This is an optimization exercise on Yosys and OpenROAD, whose aim is small area, not a production implementation.
Only simulation tests tie the RTL to the original design; equivalence was not proved.
No activity file was given, so power comes from the tool's default toggle rates.

[flow/config.mk]
export PLATFORM = sky130hd
export DESIGN_NAME = interface_vga
export DESIGN_NICKNAME = interface_vga
export VERILOG_FILES = /design/flow/design.v
export SDC_FILE = /design/flow/constraint.sdc
export NUM_CORES = 4
export LEC_CHECK = 0
export CAP_MARGIN = 20
export CORE_MARGIN = 2
export CORE_UTILIZATION = 40
export SLEW_MARGIN = 20
[flow/constraint.sdc]
create_clock -name core_clock -period 20.0 [get_ports {clk}]
set_input_delay 4.0000 -clock core_clock [delete_from_list [all_inputs] [get_ports {clk}]]
set_output_delay 4.0000 -clock core_clock [all_outputs]
set_load 0.01 [all_outputs]
[flow/design.v]
module controlador_vga #(
   parameter h_pixels   = 640,    
   parameter h_fp       = 16,     
   parameter h_pulse    = 96,     
   parameter h_bp       = 48,     
   parameter h_pol      = 1'b0,   
   parameter v_pixels   = 480,    
   parameter v_fp       = 10,     
   parameter v_pulse    = 2,      
   parameter v_bp       = 33,     
   parameter v_pol      = 1'b0    
)( input pixel_clk,            
   input reset_n,              
   output reg h_sync,          
   output reg v_sync,          
   output reg disp_ena,        
   output reg [31:0] column,   
   output reg [31:0] row,       
	output wire n_blank,
	output wire n_sync
   );
   localparam h_period = h_pulse + h_bp + h_pixels + h_fp;
   localparam v_period = v_pulse + v_bp + v_pixels + v_fp;
   reg [$clog2(h_period)-1:0] h_count;
   reg [$clog2(v_period)-1:0] v_count;
	assign n_blank = 1'b1;
	assign n_sync = 1'b0;
   always @(posedge pixel_clk) begin
      if (reset_n == 1'b0) begin
         h_count  <= 0;
         v_count  <= 0;
         h_sync   <= ~ h_pol;
         v_sync   <= ~ v_pol;
         disp_ena <= 1'b0;
         column   <= 0;
         row      <= 0;
      end else begin
         if (h_count < h_period - 1) begin
            h_count <= h_count + 1;
         end else begin
            h_count <= 0;
            if (v_count < v_period - 1) begin
               v_count <= v_count + 1;
            end else begin
               v_count <= 0;
            end
         end
         if ( (h_count < h_pixels + h_fp) || (h_count > h_pixels + h_fp + h_pulse) ) begin
            h_sync <= ~ h_pol;
         end else begin
            h_sync <= h_pol;
         end
         if ( (v_count < v_pixels + v_fp) || (v_count > v_pixels + v_fp + v_pulse) ) begin
            v_sync <= ~ v_pol;
         end else begin
            v_sync <= v_pol;
         end
         if (h_count < h_pixels) begin
            column <= h_count;
         end
         if (v_count < v_pixels) begin
            row <= v_count;
         end
         if (h_count < h_pixels && v_count < v_pixels) begin
            disp_ena <= 1'b1;
         end else begin
            disp_ena <= 1'b0;
         end
      end
   end
endmodule
module velocidade_objeto (
	input VGA_clk,
	input reset_n,
	input wire [2:0] velocidade,
	output reg vClock,
	output wire vTick
);
	reg [28:0] countClk;	
	assign vTick = (countClk == (80000 / velocidade)) && !vClock;
	always @(posedge VGA_clk)
		begin			
			if(!reset_n) begin
				countClk <= 0;
				vClock <= 1'b0;
			end
			else if(countClk == (80000 / velocidade)) begin
				countClk <= 0;
				vClock <= ~vClock;
			end
			else
				countClk <= countClk + 1;
		end
endmodule
module desenha_objeto (
	input VGA_clk,
	input wire [6:0] tamanho,
	input wire [9:0] xCol, xPos,
	input wire [8:0] yRow, yPos, 
	output wire desenho
);
	reg desenho_x, desenho_y;	
	always @(*)
		begin
			desenho_x = (xCol > xPos && xCol < (xPos + tamanho));
			desenho_y = (yRow > yPos && yRow < (yPos + tamanho));
		end
	assign desenho = desenho_x && desenho_y;
endmodule
module desenha_obstaculo (
	input VGA_clk,
	input wire [9:0] xCol,  
	input wire [8:0] yRow,  
	output wire obstaculo
);
	localparam largura = 10;
	localparam obstaculo_01_ini_x = 100;
	localparam obstaculo_01_fin_x = 350;
	localparam obstaculo_01_y = 100;
	localparam obstaculo_02_x = 340;
	localparam obstaculo_02_ini_y = 100;
	localparam obstaculo_02_fin_y = 280;
	localparam obstaculo_03_ini_x = 100;
	localparam obstaculo_03_fin_x = 280;
	localparam obstaculo_03_y = 170;
	localparam obstaculo_04_x = 270;
	localparam obstaculo_04_ini_y = 170;
	localparam obstaculo_04_fin_y = 350;
	localparam obstaculo_05_ini_x = 340;
	localparam obstaculo_05_fin_x = 590;
	localparam obstaculo_05_y = 270;
	localparam obstaculo_06_ini_x = 270;
	localparam obstaculo_06_fin_x = 510;
	localparam obstaculo_06_y = 340;
	localparam obstaculo_07_x = 580;
	localparam obstaculo_07_ini_y = 270;
	localparam obstaculo_07_fin_y = 450;
	localparam obstaculo_08_x = 500;
	localparam obstaculo_08_ini_y = 340;
	localparam obstaculo_08_fin_y = 390;
	localparam obstaculo_09_ini_x = 100;
	localparam obstaculo_09_fin_x = 590;
	localparam obstaculo_09_y = 440;
	localparam obstaculo_10_ini_x = 100;
	localparam obstaculo_10_fin_x = 510;
	localparam obstaculo_10_y = 380;
	reg desenho_01_x, desenho_01_y;	
	reg desenho_02_x, desenho_02_y;	
	reg desenho_03_x, desenho_03_y;	
	reg desenho_04_x, desenho_04_y;
	reg desenho_05_x, desenho_05_y;	
	reg desenho_06_x, desenho_06_y;
	reg desenho_07_x, desenho_07_y;	
	reg desenho_08_x, desenho_08_y;
	reg desenho_09_x, desenho_09_y;	
	reg desenho_10_x, desenho_10_y;
	always @(*)
		begin
			desenho_01_x = (xCol > obstaculo_01_ini_x && xCol < obstaculo_01_fin_x);
			desenho_01_y = (yRow > obstaculo_01_y && yRow < (obstaculo_01_y + largura));
			desenho_02_x = (xCol > obstaculo_02_x && xCol < (obstaculo_02_x + largura));
			desenho_02_y = (yRow > obstaculo_02_ini_y && yRow < obstaculo_02_fin_y);
			desenho_03_x = (xCol > obstaculo_03_ini_x && xCol < obstaculo_03_fin_x);
			desenho_03_y = (yRow > obstaculo_03_y && yRow < (obstaculo_03_y + largura));
			desenho_04_x = (xCol > obstaculo_04_x && xCol < (obstaculo_04_x + largura));
			desenho_04_y = (yRow > obstaculo_04_ini_y && yRow < obstaculo_04_fin_y);
			desenho_05_x = (xCol > obstaculo_05_ini_x && xCol < obstaculo_05_fin_x);
			desenho_05_y = (yRow > obstaculo_05_y && yRow < (obstaculo_05_y + largura));
			desenho_06_x = (xCol > obstaculo_06_ini_x && xCol < obstaculo_06_fin_x);
			desenho_06_y = (yRow > obstaculo_06_y && yRow < (obstaculo_06_y + largura));
			desenho_07_x = (xCol > obstaculo_07_x && xCol < (obstaculo_07_x + largura));
			desenho_07_y = (yRow > obstaculo_07_ini_y && yRow < obstaculo_07_fin_y);
			desenho_08_x = (xCol > obstaculo_08_x && xCol < (obstaculo_08_x + largura));
			desenho_08_y = (yRow > obstaculo_08_ini_y && yRow < obstaculo_08_fin_y);
			desenho_09_x = (xCol > obstaculo_09_ini_x && xCol < obstaculo_09_fin_x);
			desenho_09_y = (yRow > obstaculo_09_y && yRow < (obstaculo_09_y + largura));
			desenho_10_x = (xCol > obstaculo_10_ini_x && xCol < obstaculo_10_fin_x);
			desenho_10_y = (yRow > obstaculo_10_y && yRow < (obstaculo_10_y + largura));
		end
	assign obstaculo = (desenho_01_x && desenho_01_y) ||
							 (desenho_02_x && desenho_02_y) ||
							 (desenho_03_x && desenho_03_y) ||
							 (desenho_04_x && desenho_04_y) ||
							 (desenho_05_x && desenho_05_y) ||
							 (desenho_06_x && desenho_06_y) ||
							 (desenho_07_x && desenho_07_y) ||
							 (desenho_08_x && desenho_08_y) ||
							 (desenho_09_x && desenho_09_y) ||
							 (desenho_10_x && desenho_10_y);
endmodule
module colide_max_x (
	input VGA_clk,
	input wire [6:0] tamanho,
	input wire [9:0] xPos,
	input wire [8:0] yPos,
	output wire colisao_max_x
);
	reg colisao_01, colisao_02, colisao_03, colisao_04, colisao_05, colisao_06, colisao_07, colisao_08, colisao_09, colisao_10;
	localparam obstaculo_01_ini_x = 100;
	localparam obstaculo_01_fin_x = 345;
	localparam obstaculo_01_ini_y = 100;
	localparam obstaculo_01_fin_y = 110;
	localparam obstaculo_02_ini_x = 340;
	localparam obstaculo_02_fin_x = 345;
	localparam obstaculo_02_ini_y = 100;
	localparam obstaculo_02_fin_y = 280;
	localparam obstaculo_03_ini_x = 100;
	localparam obstaculo_03_fin_x = 275;
	localparam obstaculo_03_ini_y = 170;
	localparam obstaculo_03_fin_y = 180;
	localparam obstaculo_04_ini_x = 270;
	localparam obstaculo_04_fin_x = 275;
	localparam obstaculo_04_ini_y = 170;
	localparam obstaculo_04_fin_y = 350;
	localparam obstaculo_05_ini_x = 340;
	localparam obstaculo_05_fin_x = 585;
	localparam obstaculo_05_ini_y = 270;
	localparam obstaculo_05_fin_y = 280;
	localparam obstaculo_06_ini_x = 270;
	localparam obstaculo_06_fin_x = 505;
	localparam obstaculo_06_ini_y = 340;
	localparam obstaculo_06_fin_y = 350;
	localparam obstaculo_07_ini_x = 580;
	localparam obstaculo_07_fin_x = 585;
	localparam obstaculo_07_ini_y = 270;
	localparam obstaculo_07_fin_y = 450;
	localparam obstaculo_08_ini_x = 500;
	localparam obstaculo_08_fin_x = 505;
	localparam obstaculo_08_ini_y = 340;
	localparam obstaculo_08_fin_y = 390;
	localparam obstaculo_09_ini_x = 100;
	localparam obstaculo_09_fin_x = 585;
	localparam obstaculo_09_ini_y = 440;
	localparam obstaculo_09_fin_y = 450;
	localparam obstaculo_10_ini_x = 100;
	localparam obstaculo_10_fin_x = 505;
	localparam obstaculo_10_ini_y = 380;
	localparam obstaculo_10_fin_y = 390;	
	always @(*)
		begin
			colisao_01 = (xPos > (obstaculo_01_ini_x - tamanho) && xPos < (obstaculo_01_fin_x - tamanho)) && ((yPos + tamanho) > obstaculo_01_ini_y && yPos < obstaculo_01_fin_y);			
			colisao_02 = (xPos > (obstaculo_02_ini_x - tamanho) && xPos < (obstaculo_02_fin_x - tamanho)) && ((yPos + tamanho) > obstaculo_02_ini_y && yPos < obstaculo_02_fin_y);			
			colisao_03 = (xPos > (obstaculo_03_ini_x - tamanho) && xPos < (obstaculo_03_fin_x - tamanho)) && ((yPos + tamanho) > obstaculo_03_ini_y && yPos < obstaculo_03_fin_y);			
			colisao_04 = (xPos > (obstaculo_04_ini_x - tamanho) && xPos < (obstaculo_04_fin_x - tamanho)) && ((yPos + tamanho) > obstaculo_04_ini_y && yPos < obstaculo_04_fin_y);			
			colisao_05 = (xPos > (obstaculo_05_ini_x - tamanho) && xPos < (obstaculo_05_fin_x - tamanho)) && ((yPos + tamanho) > obstaculo_05_ini_y && yPos < obstaculo_05_fin_y);			
			colisao_06 = (xPos > (obstaculo_06_ini_x - tamanho) && xPos < (obstaculo_06_fin_x - tamanho)) && ((yPos + tamanho) > obstaculo_06_ini_y && yPos < obstaculo_06_fin_y);			
			colisao_07 = (xPos > (obstaculo_07_ini_x - tamanho) && xPos < (obstaculo_07_fin_x - tamanho)) && ((yPos + tamanho) > obstaculo_07_ini_y && yPos < obstaculo_07_fin_y);			
			colisao_08 = (xPos > (obstaculo_08_ini_x - tamanho) && xPos < (obstaculo_08_fin_x - tamanho)) && ((yPos + tamanho) > obstaculo_08_ini_y && yPos < obstaculo_08_fin_y);			
			colisao_09 = (xPos > (obstaculo_09_ini_x - tamanho) && xPos < (obstaculo_09_fin_x - tamanho)) && ((yPos + tamanho) > obstaculo_09_ini_y && yPos < obstaculo_09_fin_y);			
			colisao_10 = (xPos > (obstaculo_10_ini_x - tamanho) && xPos < (obstaculo_10_fin_x - tamanho)) && ((yPos + tamanho) > obstaculo_10_ini_y && yPos < obstaculo_10_fin_y);
		end
	assign colisao_max_x = colisao_01 ||
								  colisao_02 ||
								  colisao_03 ||
								  colisao_04 ||
								  colisao_05 ||
								  colisao_06 ||
								  colisao_07 ||
								  colisao_08 ||
								  colisao_09 ||
								  colisao_10;
endmodule
module colide_min_x (
	input VGA_clk,
	input wire [6:0] tamanho,
	input wire [9:0] xPos,
	input wire [8:0] yPos,
	output wire colisao_min_x
);
	reg colisao_01, colisao_02, colisao_03, colisao_04, colisao_05, colisao_06, colisao_07, colisao_08, colisao_09, colisao_10;
	localparam obstaculo_01_ini_x = 105;
	localparam obstaculo_01_fin_x = 350;
	localparam obstaculo_01_ini_y = 100;
	localparam obstaculo_01_fin_y = 110;
	localparam obstaculo_02_ini_x = 345;
	localparam obstaculo_02_fin_x = 350;
	localparam obstaculo_02_ini_y = 100;
	localparam obstaculo_02_fin_y = 280;
	localparam obstaculo_03_ini_x = 105;
	localparam obstaculo_03_fin_x = 280;
	localparam obstaculo_03_ini_y = 170;
	localparam obstaculo_03_fin_y = 180;
	localparam obstaculo_04_ini_x = 275;
	localparam obstaculo_04_fin_x = 280;
	localparam obstaculo_04_ini_y = 170;
	localparam obstaculo_04_fin_y = 350;
	localparam obstaculo_05_ini_x = 345;
	localparam obstaculo_05_fin_x = 590;
	localparam obstaculo_05_ini_y = 270;
	localparam obstaculo_05_fin_y = 280;
	localparam obstaculo_06_ini_x = 275;
	localparam obstaculo_06_fin_x = 510;
	localparam obstaculo_06_ini_y = 340;
	localparam obstaculo_06_fin_y = 350;
	localparam obstaculo_07_ini_x = 585;
	localparam obstaculo_07_fin_x = 590;
	localparam obstaculo_07_ini_y = 270;
	localparam obstaculo_07_fin_y = 450;
	localparam obstaculo_08_ini_x = 505;
	localparam obstaculo_08_fin_x = 510;
	localparam obstaculo_08_ini_y = 340;
	localparam obstaculo_08_fin_y = 390;
	localparam obstaculo_09_ini_x = 105;
	localparam obstaculo_09_fin_x = 590;
	localparam obstaculo_09_ini_y = 440;
	localparam obstaculo_09_fin_y = 450;
	localparam obstaculo_10_ini_x = 105;
	localparam obstaculo_10_fin_x = 510;
	localparam obstaculo_10_ini_y = 380;
	localparam obstaculo_10_fin_y = 390;	
	always @(*)
		begin
			colisao_01 = (xPos > obstaculo_01_ini_x  && xPos < obstaculo_01_fin_x) && ((yPos + tamanho) > obstaculo_01_ini_y && yPos < obstaculo_01_fin_y);			
			colisao_02 = (xPos > obstaculo_02_ini_x  && xPos < obstaculo_02_fin_x) && ((yPos + tamanho) > obstaculo_02_ini_y && yPos < obstaculo_02_fin_y);			
			colisao_03 = (xPos > obstaculo_03_ini_x  && xPos < obstaculo_03_fin_x) && ((yPos + tamanho) > obstaculo_03_ini_y && yPos < obstaculo_03_fin_y);			
			colisao_04 = (xPos > obstaculo_04_ini_x  && xPos < obstaculo_04_fin_x) && ((yPos + tamanho) > obstaculo_04_ini_y && yPos < obstaculo_04_fin_y);			
			colisao_05 = (xPos > obstaculo_05_ini_x  && xPos < obstaculo_05_fin_x) && ((yPos + tamanho) > obstaculo_05_ini_y && yPos < obstaculo_05_fin_y);			
			colisao_06 = (xPos > obstaculo_06_ini_x  && xPos < obstaculo_06_fin_x) && ((yPos + tamanho) > obstaculo_06_ini_y && yPos < obstaculo_06_fin_y);			
			colisao_07 = (xPos > obstaculo_07_ini_x  && xPos < obstaculo_07_fin_x) && ((yPos + tamanho) > obstaculo_07_ini_y && yPos < obstaculo_07_fin_y);			
			colisao_08 = (xPos > obstaculo_08_ini_x  && xPos < obstaculo_08_fin_x) && ((yPos + tamanho) > obstaculo_08_ini_y && yPos < obstaculo_08_fin_y);			
			colisao_09 = (xPos > obstaculo_09_ini_x  && xPos < obstaculo_09_fin_x) && ((yPos + tamanho) > obstaculo_09_ini_y && yPos < obstaculo_09_fin_y);			
			colisao_10 = (xPos > obstaculo_10_ini_x  && xPos < obstaculo_10_fin_x) && ((yPos + tamanho) > obstaculo_10_ini_y && yPos < obstaculo_10_fin_y);
		end
	assign colisao_min_x = colisao_01 ||
								  colisao_02 ||
								  colisao_03 ||
								  colisao_04 ||
								  colisao_05 ||
								  colisao_06 ||
								  colisao_07 ||
								  colisao_08 ||
								  colisao_09 ||
								  colisao_10;
endmodule
module colide_max_y (
	input VGA_clk,
	input wire [6:0] tamanho,
	input wire [9:0] xPos,
	input wire [8:0] yPos,
	output wire colisao_max_y
);
	reg colisao_01, colisao_02, colisao_03, colisao_04, colisao_05, colisao_06, colisao_07, colisao_08, colisao_09, colisao_10;
	localparam obstaculo_01_ini_y = 100;
	localparam obstaculo_01_fin_y = 105;
	localparam obstaculo_01_ini_x = 100;
	localparam obstaculo_01_fin_x = 350;
	localparam obstaculo_02_ini_y = 100;
	localparam obstaculo_02_fin_y = 275;
	localparam obstaculo_02_ini_x = 340;
	localparam obstaculo_02_fin_x = 350;
	localparam obstaculo_03_ini_y = 170;
	localparam obstaculo_03_fin_y = 175;
	localparam obstaculo_03_ini_x = 100;
	localparam obstaculo_03_fin_x = 280;
	localparam obstaculo_04_ini_y = 170;
	localparam obstaculo_04_fin_y = 345;
	localparam obstaculo_04_ini_x = 270;
	localparam obstaculo_04_fin_x = 280;
	localparam obstaculo_05_ini_y = 270;
	localparam obstaculo_05_fin_y = 275;
	localparam obstaculo_05_ini_x = 340;
	localparam obstaculo_05_fin_x = 590;
	localparam obstaculo_06_ini_y = 340;
	localparam obstaculo_06_fin_y = 345;
	localparam obstaculo_06_ini_x = 270;
	localparam obstaculo_06_fin_x = 510;
	localparam obstaculo_07_ini_y = 270;
	localparam obstaculo_07_fin_y = 445;
	localparam obstaculo_07_ini_x = 580;
	localparam obstaculo_07_fin_x = 590;
	localparam obstaculo_08_ini_y = 340;
	localparam obstaculo_08_fin_y = 385;
	localparam obstaculo_08_ini_x = 500;
	localparam obstaculo_08_fin_x = 510;
	localparam obstaculo_09_ini_y = 440;
	localparam obstaculo_09_fin_y = 445;
	localparam obstaculo_09_ini_x = 100;
	localparam obstaculo_09_fin_x = 590;
	localparam obstaculo_10_ini_y = 380;
	localparam obstaculo_10_fin_y = 385;
	localparam obstaculo_10_ini_x = 100;
	localparam obstaculo_10_fin_x = 510;	
	always @(*)
		begin
			colisao_01 = (yPos > (obstaculo_01_ini_y - tamanho) && yPos < (obstaculo_01_fin_y - tamanho)) && ((xPos + tamanho) > obstaculo_01_ini_x && xPos < obstaculo_01_fin_x);
			colisao_02 = (yPos > (obstaculo_02_ini_y - tamanho) && yPos < (obstaculo_02_fin_y - tamanho)) && ((xPos + tamanho) > obstaculo_02_ini_x && xPos < obstaculo_02_fin_x);
			colisao_03 = (yPos > (obstaculo_03_ini_y - tamanho) && yPos < (obstaculo_03_fin_y - tamanho)) && ((xPos + tamanho) > obstaculo_03_ini_x && xPos < obstaculo_03_fin_x);
			colisao_04 = (yPos > (obstaculo_04_ini_y - tamanho) && yPos < (obstaculo_04_fin_y - tamanho)) && ((xPos + tamanho) > obstaculo_04_ini_x && xPos < obstaculo_04_fin_x);
			colisao_05 = (yPos > (obstaculo_05_ini_y - tamanho) && yPos < (obstaculo_05_fin_y - tamanho)) && ((xPos + tamanho) > obstaculo_05_ini_x && xPos < obstaculo_05_fin_x);
			colisao_06 = (yPos > (obstaculo_06_ini_y - tamanho) && yPos < (obstaculo_06_fin_y - tamanho)) && ((xPos + tamanho) > obstaculo_06_ini_x && xPos < obstaculo_06_fin_x);
			colisao_07 = (yPos > (obstaculo_07_ini_y - tamanho) && yPos < (obstaculo_07_fin_y - tamanho)) && ((xPos + tamanho) > obstaculo_07_ini_x && xPos < obstaculo_07_fin_x);
			colisao_08 = (yPos > (obstaculo_08_ini_y - tamanho) && yPos < (obstaculo_08_fin_y - tamanho)) && ((xPos + tamanho) > obstaculo_08_ini_x && xPos < obstaculo_08_fin_x);
			colisao_09 = (yPos > (obstaculo_09_ini_y - tamanho) && yPos < (obstaculo_09_fin_y - tamanho)) && ((xPos + tamanho) > obstaculo_09_ini_x && xPos < obstaculo_09_fin_x);			
			colisao_10 = (yPos > (obstaculo_10_ini_y - tamanho) && yPos < (obstaculo_10_fin_y - tamanho)) && ((xPos + tamanho) > obstaculo_10_ini_x && xPos < obstaculo_10_fin_x);			
		end
	assign colisao_max_y =  colisao_01 ||
								  colisao_02 ||
								  colisao_03 ||
								  colisao_04 ||
								  colisao_05 ||
								  colisao_06 ||
								  colisao_07 ||
								  colisao_08 ||
								  colisao_09 ||
								  colisao_10;
endmodule
module colide_min_y (
	input VGA_clk,
	input wire [6:0] tamanho,
	input wire [9:0] xPos,
	input wire [8:0] yPos,
	output wire colisao_min_y
);
	reg colisao_01, colisao_02, colisao_03, colisao_04, colisao_05, colisao_06, colisao_07, colisao_08, colisao_09, colisao_10;
	localparam obstaculo_01_ini_y = 105;
	localparam obstaculo_01_fin_y = 110;
	localparam obstaculo_01_ini_x = 100;
	localparam obstaculo_01_fin_x = 350;
	localparam obstaculo_02_ini_y = 105;
	localparam obstaculo_02_fin_y = 280;
	localparam obstaculo_02_ini_x = 340;
	localparam obstaculo_02_fin_x = 350;
	localparam obstaculo_03_ini_y = 175;
	localparam obstaculo_03_fin_y = 180;
	localparam obstaculo_03_ini_x = 100;
	localparam obstaculo_03_fin_x = 280;
	localparam obstaculo_04_ini_y = 175;
	localparam obstaculo_04_fin_y = 350;
	localparam obstaculo_04_ini_x = 270;
	localparam obstaculo_04_fin_x = 280;
	localparam obstaculo_05_ini_y = 275;
	localparam obstaculo_05_fin_y = 280;
	localparam obstaculo_05_ini_x = 340;
	localparam obstaculo_05_fin_x = 590;
	localparam obstaculo_06_ini_y = 345;
	localparam obstaculo_06_fin_y = 350;
	localparam obstaculo_06_ini_x = 270;
	localparam obstaculo_06_fin_x = 510;
	localparam obstaculo_07_ini_y = 275;
	localparam obstaculo_07_fin_y = 450;
	localparam obstaculo_07_ini_x = 580;
	localparam obstaculo_07_fin_x = 590;
	localparam obstaculo_08_ini_y = 345;
	localparam obstaculo_08_fin_y = 390;
	localparam obstaculo_08_ini_x = 500;
	localparam obstaculo_08_fin_x = 510;
	localparam obstaculo_09_ini_y = 445;
	localparam obstaculo_09_fin_y = 450;
	localparam obstaculo_09_ini_x = 100;
	localparam obstaculo_09_fin_x = 590;
	localparam obstaculo_10_ini_y = 385;
	localparam obstaculo_10_fin_y = 390;
	localparam obstaculo_10_ini_x = 100;
	localparam obstaculo_10_fin_x = 510;	
	always @(*)
		begin
			colisao_01 = (yPos > obstaculo_01_ini_y && yPos < obstaculo_01_fin_y) && ((xPos + tamanho) > obstaculo_01_ini_x && xPos < obstaculo_01_fin_x);
			colisao_02 = (yPos > obstaculo_02_ini_y && yPos < obstaculo_02_fin_y) && ((xPos + tamanho) > obstaculo_02_ini_x && xPos < obstaculo_02_fin_x);
			colisao_03 = (yPos > obstaculo_03_ini_y && yPos < obstaculo_03_fin_y) && ((xPos + tamanho) > obstaculo_03_ini_x && xPos < obstaculo_03_fin_x);
			colisao_04 = (yPos > obstaculo_04_ini_y && yPos < obstaculo_04_fin_y) && ((xPos + tamanho) > obstaculo_04_ini_x && xPos < obstaculo_04_fin_x);
			colisao_05 = (yPos > obstaculo_05_ini_y && yPos < obstaculo_05_fin_y) && ((xPos + tamanho) > obstaculo_05_ini_x && xPos < obstaculo_05_fin_x);
			colisao_06 = (yPos > obstaculo_06_ini_y && yPos < obstaculo_06_fin_y) && ((xPos + tamanho) > obstaculo_06_ini_x && xPos < obstaculo_06_fin_x);
			colisao_07 = (yPos > obstaculo_07_ini_y && yPos < obstaculo_07_fin_y) && ((xPos + tamanho) > obstaculo_07_ini_x && xPos < obstaculo_07_fin_x);
			colisao_08 = (yPos > obstaculo_08_ini_y && yPos < obstaculo_08_fin_y) && ((xPos + tamanho) > obstaculo_08_ini_x && xPos < obstaculo_08_fin_x);
			colisao_09 = (yPos > obstaculo_09_ini_y && yPos < obstaculo_09_fin_y) && ((xPos + tamanho) > obstaculo_09_ini_x && xPos < obstaculo_09_fin_x);			
			colisao_10 = (yPos > obstaculo_10_ini_y && yPos < obstaculo_10_fin_y) && ((xPos + tamanho) > obstaculo_10_ini_x && xPos < obstaculo_10_fin_x);			
		end
	assign colisao_min_y = colisao_01 ||
								  colisao_02 ||
								  colisao_03 ||
								  colisao_04 ||
								  colisao_05 ||
								  colisao_06 ||
								  colisao_07 ||
								  colisao_08 ||
								  colisao_09 ||
								  colisao_10;
endmodule
module colide_objeto (
	input VGA_clk,
	input wire [6:0] tamanho,
	input wire [9:0] xPos,
	input wire [8:0] yPos, 
	output reg colisao_max_x,
	output reg colisao_min_x,
	output reg colisao_max_y,
	output reg colisao_min_y
);
	localparam monitor_min_x = 1;
	localparam monitor_max_x = 640;
	localparam monitor_min_y = 1;
	localparam monitor_max_y = 480;	
	colide_max_x maxX (
		 .VGA_clk       (VGA_clk),
		 .tamanho       (tamanho),
		 .xPos          (xPos),
		 .yPos			 (yPos),
		 .colisao_max_x (max_x)
	);
	colide_min_x minX (
		 .VGA_clk       (VGA_clk),
		 .tamanho       (tamanho),
		 .xPos          (xPos),
		 .yPos			 (yPos),
		 .colisao_min_x (min_x)
	);
	colide_max_y maxY (
		 .VGA_clk       (VGA_clk),
		 .tamanho       (tamanho),
		 .xPos          (xPos),
		 .yPos			 (yPos),
		 .colisao_max_y (max_y)
	);
	colide_min_y minY (
		 .VGA_clk       (VGA_clk),
		 .tamanho       (tamanho),
		 .xPos          (xPos),
		 .yPos			 (yPos),
		 .colisao_min_y (min_y)
	);
	always @(*)
		begin
			colisao_max_x = xPos > (monitor_max_x - tamanho) || max_x;	
			colisao_min_x = xPos < monitor_min_x || min_x;
			colisao_max_y = yPos > (monitor_max_y - tamanho) || max_y;
			colisao_min_y = yPos < monitor_min_y || min_y;
		end
endmodule
module movimenta_objetos (
	input wire [9:0] col,  
	input wire [8:0] row,  
	input wire disp_ena, clk,
	input wire reset_n,
	input wire [3:0] KEY,
	output reg [7:0] red, green, blue
);
	localparam object_size = 30;
	localparam velocidade = 7;  
	reg [7:0] red_obj, green_obj, blue_obj;
	reg [9:0] countX;	
	reg [8:0] countY;
	velocidade_objeto speed (
		 .VGA_clk     (clk),
		 .reset_n     (reset_n),
		 .velocidade  (velocidade),
	    .vClock      (vClock),
		 .vTick       (vTick)
	);
	desenha_obstaculo obstaculos (
		 .VGA_clk   (clk),
		 .xCol      (col),
		 .yRow      (row),
		 .obstaculo (obstaculo)
	);
	desenha_objeto quadrado (
		 .VGA_clk  (clk),
		 .tamanho  (object_size),
		 .xCol     (col),
		 .xPos     (countX),
		 .yRow     (row),
		 .yPos     (countY),
		 .desenho  (desenho)
	);
	colide_objeto limites (
		 .VGA_clk  		  (clk),
		 .tamanho  		  (object_size),
		 .xPos     		  (countX),
		 .yPos     		  (countY),
		 .colisao_max_x  (max_x),
		 .colisao_min_x  (min_x),
		 .colisao_max_y  (max_y),
		 .colisao_min_y  (min_y)
	);
	always @(posedge clk)		
		if(!reset_n) begin
			countX <= 100;
			countY <= 20;
		end
		else if(vTick) begin
			if(!KEY[0] && !max_x) countX <= countX+1;
			if(!KEY[1] && !min_x) countX <= countX-1;
			if(!KEY[2] && !min_y) countY <= countY-1;
			if(!KEY[3] && !max_y) countY <= countY+1;
		end
	always @(*) begin	
		if (disp_ena == 1'b1) begin	
			if(desenho) begin
				red   = 8'hff;
				green = 8'h0;
				blue  = 8'h0;				
			end
			else if(obstaculo) begin
				red   = 8'hff;
				green = 8'hff;
				blue  = 8'h0;	
			end
			else begin
				red   = 8'h0;
				green = 8'h0;
				blue  = 8'hff;			
			end
		end 
		else begin
			red   = 8'h0;
			green = 8'h0;
			blue  = 8'h0;
		end
	end
endmodule
module interface_vga (
	input wire        clk, 
	input wire        reset_n,
	input wire [3:0]  KEY,
	output wire [7:0] red, green, blue, 
	output wire       h_sync, v_sync, 
	output wire       n_sync, n_blank
);
	wire [31:0] col, row;
	wire disp_ena;
	wire vsync;
	controlador_vga controle (
		.pixel_clk  (clk),
		.reset_n    (reset_n),
		.h_sync     (h_sync),
		.v_sync     (v_sync),
		.disp_ena   (disp_ena),
		.column     (col),
		.row        (row),
		.n_blank		(n_blank),
		.n_sync		(n_sync)
	);
	movimenta_objetos movimenta (
		.col       (col[9:0]),
		.row       (row[8:0]),
		.disp_ena  (disp_ena),
		.clk		  (clk),
		.reset_n   (reset_n),
		.KEY	 	  (KEY),
		.red       (red),
		.green     (green),
		.blue      (blue)
	);
endmodule
[flow/run.sh]
#!/bin/bash
# synth_recipe.tcl (not shown) runs the flow's synth.tcl, then flattens the netlist and writes it again
# the make line also repeats each setting of config.mk as NAME=value (left out here)
make -C /OpenROAD-flow-scripts/flow DESIGN_CONFIG=/design/flow/config.mk WORK_HOME=/design/flow/orfs CLKGATE_MAP_FILE= SYNTH_SCRIPT=/design/flow/synth_recipe.tcl finish
==> summary.txt <==
Drt
  – DR vias/cell: 6.22
  – Routed length per instance: 18.3 um
  – Initial DRC count: 1070
  – ANT nets after route: 0
  – 1st-pass router iterations: 6
  – Number of remaining DRC errors: 0
  – Routed WL: 26000 um
  – DR vias: 8826

GRT
  – Vias in the first global route: 7988
  – Largest net degree at the start of global routing: 41
  – Initial antenna violation count: 0
  – GRT overflow: 0
  – First-pass GRT wire length: 42400 um
  – GRT Total Usage: 22.7%

Cells and area
  – Net count, final: 1192
  – Area delta synth->final: 5.54%
  – Seq. cell area: 0.00182 mm^2
  – Layout fillers: 2211
  – Area of the multi-input gates: 0.00619 mm^2
  – Ant. Diodes: 0
  – Final instance area: 0.00922 mm^2
  – Proportion of layout cells with a drive suffix above 1: 5.00%

CTS
  – CTS buffer count: 9
  – Htree depth: 3
  – TritonCTS clock tree: yes
  – Post-CTS Setup Repair Bufs: 0
  – Post_cts resized: 0
  – Clk buf depth: 2
  – Root buffer cell: clkbuf_16
  – Hold-fix buffers at CTS: 0
  – Clk sinks: 91
  – Worst-Skew Late Latency: 0.36 ns
  – Clock transition at path regs: 0.07 ns

Timing
  – Setup TNS: 0 ns
  – Final Hold Vio Count: 0
  – Final min period: 9.35 ns
  – Layout Skew: 0.0138 ns
  – Setup violations, final: 0
  – Min setup slack post-route: 10.65 ns
  – Max Transition Viols Final: 0
  – Slew @ Worst Pin: 0.987 ns
  – Worst slew margin: 34.1%
  – Fmax: 0.107 GHz
  – Tcrit/Tclk final: 46.7%
  – RSZ-0062 raised after global routing: false

Placement
  – Dpl ws: 11.10 ns
  – Placer Congestion: 0.978
  – DP Area: 0.00892 mm^2
  – Port Buf Inserts: 31
  – Post-detail-place hpwl: 18600 um

Synth
  – Async SR Flop Fraction: 0%
  – Ranking of synthesized cells by area: dfxtp_1 21%, ha_1 7.3%, nor2_1 5.1%, nand2_1 4.8%, a21oi_1 3.9%
  – Synth cell types: 95
  – #FFs+latches synth: 91
  – Synthesized net count: 1250
  – Synth Cell Area: 0.00874 mm^2
  – Seq/Total Area, Yosys: 20.9%
  – Area fraction of the dominant cell type after synthesis: 20.9%
  – Post-Syn Instances: 1193
  – Post-synth EDFFs: 0
  – Synth Flop Type: dfxtp_1
  – Leading area contributor after synthesis: dfxtp_1
  – Avg Cell Area, Syn: 7.32 um^2
  – Ys Warns: 25

Run
  – Max-capacitance violation count: 0

Power and ir drop
  – Sw frac: 24.8%
  – Clock share of power: 47.1%
  – Comb power frac: 4.7%
  – Cell Int Power: 0.288 mW
  – Leakage power: 3.29 nW
  – Power share of the sequential group: 48.2%
  – VDD IR max: 0.0000367 V
  – Power Density: 41.5 mW/mm^2
  – NetSw: 0.0948 mW

Setup path
  – Setup Crit Path Kind: register to output pin
  – CP endpoint kind: output pin
  – CP Data Arrival Time: 5.35 ns
  – CP startpoint kind: register
  – Required @ worst endpoint: 16.00 ns
  – Crit Path Max Fanout: 24

Floorplan
  – DIE HEIGHT: 152 um
  – Die area: 0.0230 mm^2
  – Row Count: 54
  – Die W: 152 um
  – Core ar.: 0.0216 mm^2
  – Ports: 34
  – Initial Util: 40.4%

Worst hold path
  – Worst Hold Class: register to register

Status
  – Status: complete, no violations
-- flip-flops by register name (all words and copies together) (netlist names), 9 cells and up --
signal,flops
movimenta.speed.countClk,29
controle.column,10
controle.h_count,10
controle.v_count,10
movimenta.countX,10
controle.row,9
movimenta.countY,9
-- synth_stat cells (all sizes together), types with 11 or more instances --
| master | instances |
|---|---|
| nand2b | 13 |
| dfxtp | 91 |
| nor4 | 17 |
| clkbuf | 47 |
| nor2 | 121 |
| nand2 | 112 |
| nor4b | 12 |
| nand4 | 31 |
| nand3 | 61 |
| o2111ai | 12 |
| a21o | 11 |
| nor2b | 11 |
| buf | 64 |
| a31oi | 17 |
| or3 | 16 |
| a21oi | 68 |
| o21ai | 66 |
| o22ai | 12 |
| inv | 43 |
| nor3 | 48 |
| xor2 | 26 |
| and3 | 18 |
| mux2i | 19 |
| ha | 51 |
| xnor2 | 26 |
-- power groups by stage --
| stage | Sequential [mW] | Clock (mW) | Combinational [mW] |
|---|---|---|---|
| 5_1_grt | 0.185 | 0.192 | 0.0199 |
| 4_1_cts | 0.184 | 0.186 | 0.0180 |
| 6_report | 0.184 | 0.180 | 0.0179 |
| 3_5_place_dp | 0.189 | 0 | 0.0180 |
| 2_1_floorplan | 0.188 | 0 | 0.0130 |
| 3_3_place_gp | 0.189 | 0 | 0.0176 |
-- logic make-up after synthesis --
group           Yosys count  share of synthesized area, %
other cells               2                        0.0860
simple gates            511                          30.8
compound gates          304                          24.1
xor+xnor                 52                          5.38
mux                      22                          2.56
fa+ha+maj                55                          7.76
flops                    91                          20.9
buf+inv                 156                          8.45
-- final timing paths --
path	from	slack, ns	cells past startpoint	to
hold reg to reg	movimenta.speed.countClk[11]	0.49	2	movimenta.speed.countClk[11]
setup reg to reg	movimenta.countY[2]	15.50	11	movimenta.countX[2]
hold / removal	movimenta.speed.countClk[11]	0.49	2	movimenta.speed.countClk[11]
setup / recovery	movimenta.countY[2]	10.65	13	red[5]
-- area by class of cell --
cell class | instances | share of cell area (%)
clock inverters | 6 | 0.801
flip-flops and latches | 91 | 19.8
clock buffers | 9 | 2.44
inverters | 45 | 1.83
multi-input cells | 946 | 67.1
repair buffers | 42 | 4.26
well taps | 280 | 3.80
-- placed cells by master, fill, tap and decap left out, types with 18 or more instances in the layout --
master	count
o21ai_0	56
nor2_1	118
nand2_1	112
dfxtp_1	91
and3_1	18
xor2_1	26
nand3_1	60
inv_1	39
mux2i_1	19
clkdlybuf4s50_1	31
a21oi_1	68
nor3_1	44
ha_1	51
nand4_1	30
xnor2_1	24
-- worst max-delay path, cell delays in order, from the launching register on --
cell and delay (ns):
dfxtp_1 0.91, inv_1 0.21, ha_1 0.44, nor3b_2 0.28, nor2_2 0.23, xnor2_2 0.15
ha_1 0.21, a2111oi_0 0.45, o31ai_1 0.16, a31oi_1 0.18, o31a_1 0.15, o2111ai_1 0.27
a21boi_0 0.68, clkdlybuf4s50_1 0.67
-- metal layers --
layer	vias up	wire length (um)	GRT usage [%]	part of all wire [%]
li1	4280	-	-	-
met1	4141	12000	31.8	46
met2	345	11600	35.7	45
met3	60	1620	3.29	6.2
met4	0	769	8.06	3.0
met5	-	0	0	0
-- metrics by stage --
step / hold slack (ns) / power (mW) / util (%) / std cells
2_1_floorplan: 0.441 / 0.201 / - / 1193
3_3_place_gp: 0.471 / 0.206 / 41.2 / 1404
3_5_place_dp: 0.480 / 0.207 / 41.3 / 1404
4_1_cts: 0.494 / 0.388 / 42.7 / 1419
5_1_grt: 0.530 / 0.396 / 42.7 / 1419
6_report: 0.495 / 0.382 / 42.7 / 1419

==> afterwards: timing with drivers on the ports <==
How much do the figures lean on ideal ports? The routed layout below was timed once more, with nothing changed but the port constraints. Step 1, drivers: a clkbuf_16 drives clk and a buf_2 each remaining input, both assumed. Step 2 times the ports against the registers' clock, not the clock port: input delays grow and output delays shrink by t, the midpoint of the rising clock arrivals with the driver on. Three values: no drivers, after step 1, after step 2; two values: the first two.
t (ns): 0.400
setup slack, ns: 10.654 / 10.606 / 11.006
worst setup path at the end: register to output
worst data-port slew with drivers (ns): 0.03
After both steps setup and hold are still met in this run. The setup slack of this run moves by -0.048 ns with the drivers and by +0.352 ns with both steps.
